This design comes from an exercise in tuning for small area on the open sky130 flow, not from production work. Only simulation tests tie the RTL to the original design; equivalence was not proved.

## axi4_slave
module axi4_slave #(
    parameter int          NUM_REGS   = 4     ,
    parameter integer      ID_WIDTH   = 4     ,
    parameter integer      ADDR_WIDTH = 32    ,
    parameter integer      DATA_WIDTH = 32    ,
    parameter logic [31:0] BASE_ADDR  = 32'h0
)(
    input  logic                     ACLK,
    input  logic                     ARESETN,
    input  logic [ID_WIDTH-1:0]       S_AXI_AWID     ,
    input  logic [ADDR_WIDTH-1:0]     S_AXI_AWADDR   ,
    input  logic [7:0]                S_AXI_AWLEN    ,
    input  logic [2:0]                S_AXI_AWSIZE   ,
    input  logic [1:0]                S_AXI_AWBURST  ,
    input  logic                      S_AXI_AWVALID  ,
    output logic                      S_AXI_AWREADY  ,
    input  logic [DATA_WIDTH-1:0]     S_AXI_WDATA    ,
    input  logic [(DATA_WIDTH/8)-1:0] S_AXI_WSTRB    ,
    input  logic                      S_AXI_WLAST    ,
    input  logic                      S_AXI_WVALID   ,
    output logic                      S_AXI_WREADY   ,
    output logic [ID_WIDTH-1:0]       S_AXI_BID      ,
    output logic [1:0]                S_AXI_BRESP    ,
    output logic                      S_AXI_BVALID   ,
    input  logic                      S_AXI_BREADY   ,
    input  logic [ID_WIDTH-1:0  ]     S_AXI_ARID     ,
    input  logic [ADDR_WIDTH-1:0]     S_AXI_ARADDR   ,
    input  logic [7:0]                S_AXI_ARLEN    ,
    input  logic [2:0]                S_AXI_ARSIZE   ,
    input  logic [1:0]                S_AXI_ARBURST  ,
    input  logic                      S_AXI_ARVALID  ,
    output logic                      S_AXI_ARREADY  ,
    output logic [ID_WIDTH-1:0  ]     S_AXI_RID      ,
    output logic [DATA_WIDTH-1:0]     S_AXI_RDATA    ,
    output logic [1:0]                S_AXI_RRESP    ,
    output logic                      S_AXI_RLAST    ,
    output logic                      S_AXI_RVALID   ,
    input  logic                      S_AXI_RREADY   ,
    output logic                      write_en        ,
    output logic                      read_en
);
For scale: about 2000 cells after synthesis, ~190 I/O pins, ~0.021 sq mm of cells after synthesis.
clock: 200.0 ns
lec_check: 0
cap_margin: 0
core_margin: 2
core_utilization: 40
place_density: 0.6
slew_margin: 0
standard.sh (not shown) runs the stock make flow with config.mk's settings and CLKGATE_MAP_FILE= SYNTH_SCRIPT=/design/flow/synth_recipe.tcl, a recipe that flattens the netlist after the stock synthesis.
==> flow/flow/run.sh <==
#!/bin/bash
# Standard ORFS layout with three changes, each tool logging to its own file:
#  - synthesis maps the logic with an area-oriented ABC script (flow/abc_area.script)
#    instead of ORFS's delay-oriented one; everything else in synthesis is unchanged,
#    so the registers are the standard synthesis's;
#  - each port gets the smallest buffer (buf_1) instead of clkdlybuf4s50_1;
#  - the clock tree uses smaller clock buffers and no dummy loads.
set -e
HERE=$(pwd)
rm -rf scripts_area
cp -r "$FLOW_HOME/scripts" scripts_area
cp flow/abc_area.script scripts_area/abc_speed.script
export SCRIPTS_DIR=$HERE/scripts_area
export BUFFER_PORTS_ARGS="-buffer_cell sky130_fd_sc_hd__buf_1"
export CTS_ARGS="-sink_clustering_enable -repair_clock_nets -dont_use_dummy_load -buf_list sky130_fd_sc_hd__clkbuf_4 -sink_clustering_size 10 -sink_clustering_max_diameter 40"
bash standard.sh > standard.log 2>&1
==> flow/flow/abc_area.script <==
strash
balance
rewrite
refactor
balance
rewrite
rewrite -z
balance
refactor -z
rewrite -z
balance
dch -f
amap -m
topo
Then changed:
--- a/flow/flow/run.sh
+++ b/flow/flow/run.sh
@@ -15 +15 @@
-export CTS_ARGS="-sink_clustering_enable -repair_clock_nets -dont_use_dummy_load -buf_list sky130_fd_sc_hd__clkbuf_4 -sink_clustering_size 10 -sink_clustering_max_diameter 40"
+export CTS_ARGS="-sink_clustering_enable -repair_clock_nets -dont_use_dummy_load -buf_list sky130_fd_sc_hd__clkbuf_16 -sink_clustering_size 32 -sink_clustering_max_diameter 100"
- CAP_MARGIN: 0 -> 5
- SLEW_MARGIN: 0 -> 5
What happened: The changed run completed without violations; worst setup slack got worse by 0.22 ns; via count decreases by about 0.9%; die area stays the same; design area is about the same; non-clock buffer count does not change; utilization barely changes; cell count fell by 1.1%; critical path depth does not change; first-iteration DRC count falls by 4.8%.
Then changed:
--- a/flow/flow/run.sh
+++ b/flow/flow/run.sh
@@ -15 +15 @@
-export CTS_ARGS="-sink_clustering_enable -repair_clock_nets -dont_use_dummy_load -buf_list sky130_fd_sc_hd__clkbuf_16 -sink_clustering_size 32 -sink_clustering_max_diameter 100"
+export CTS_ARGS="-sink_clustering_enable -repair_clock_nets -dont_use_dummy_load -buf_list sky130_fd_sc_hd__clkbuf_4 -sink_clustering_size 10 -sink_clustering_max_diameter 40"
After rerunning: Routed wire length went up by 0.76%. Synthesized area is unchanged. Final area stays flat. Worst hold slack loses 0.0059 ns. Global-route usage is higher by 0.32 points.
Then changed:
--- a/flow/flow/run.sh
+++ b/flow/flow/run.sh
@@ -15 +15 @@
-export CTS_ARGS="-sink_clustering_enable -repair_clock_nets -dont_use_dummy_load -buf_list sky130_fd_sc_hd__clkbuf_4 -sink_clustering_size 10 -sink_clustering_max_diameter 40"
+export CTS_ARGS="-sink_clustering_enable -repair_clock_nets -dont_use_dummy_load -buf_list sky130_fd_sc_hd__clkbuf_8 -sink_clustering_size 16 -sink_clustering_max_diameter 100"
After rerunning: The changed run completed without violations; sequential share of layout area hardly moves; wire length fell by 0.41%; utilization stays flat; die area does not change; final cell count fell by about 0.75%; fmax is about the same; synthesized area stays the same; global-route usage goes down by 0.22 points; count of clock-buffer cells in the layout is lower by 22; design area hardly moves.

[afterwards: timing with drivers on the ports]
How much do the figures lean on ideal ports? The routed layouts below were timed once more, with nothing changed but the port constraints. Step 1 sets driving cells, clkbuf_16 on the clock port and buf_2 on the other inputs (assumed; they add their load-dependent delay and slew). Step 2 also shifts input and output timing later by t, the mid clock arrival at the registers, as if the neighbouring blocks saw the same clock. Slacks: ideal ports / drivers / drivers and shift; pairs: ideal ports / drivers.
| run | shift t [ns] | slack for setup (ns) | worst setup path after step 2 |
|---|---|---|---|
| the first run | 0.774 | 100.880 / 100.906 / 100.132 | input to register |
| the second run | 0.561 | 100.657 / 100.690 / 100.128 | input to register |
| the third run | 0.774 | 100.880 / 100.906 / 100.132 | input to register |
| the fourth run | 0.623 | 100.749 / 100.775 / 100.151 | input to register |
After both steps every run listed still meets setup and hold.
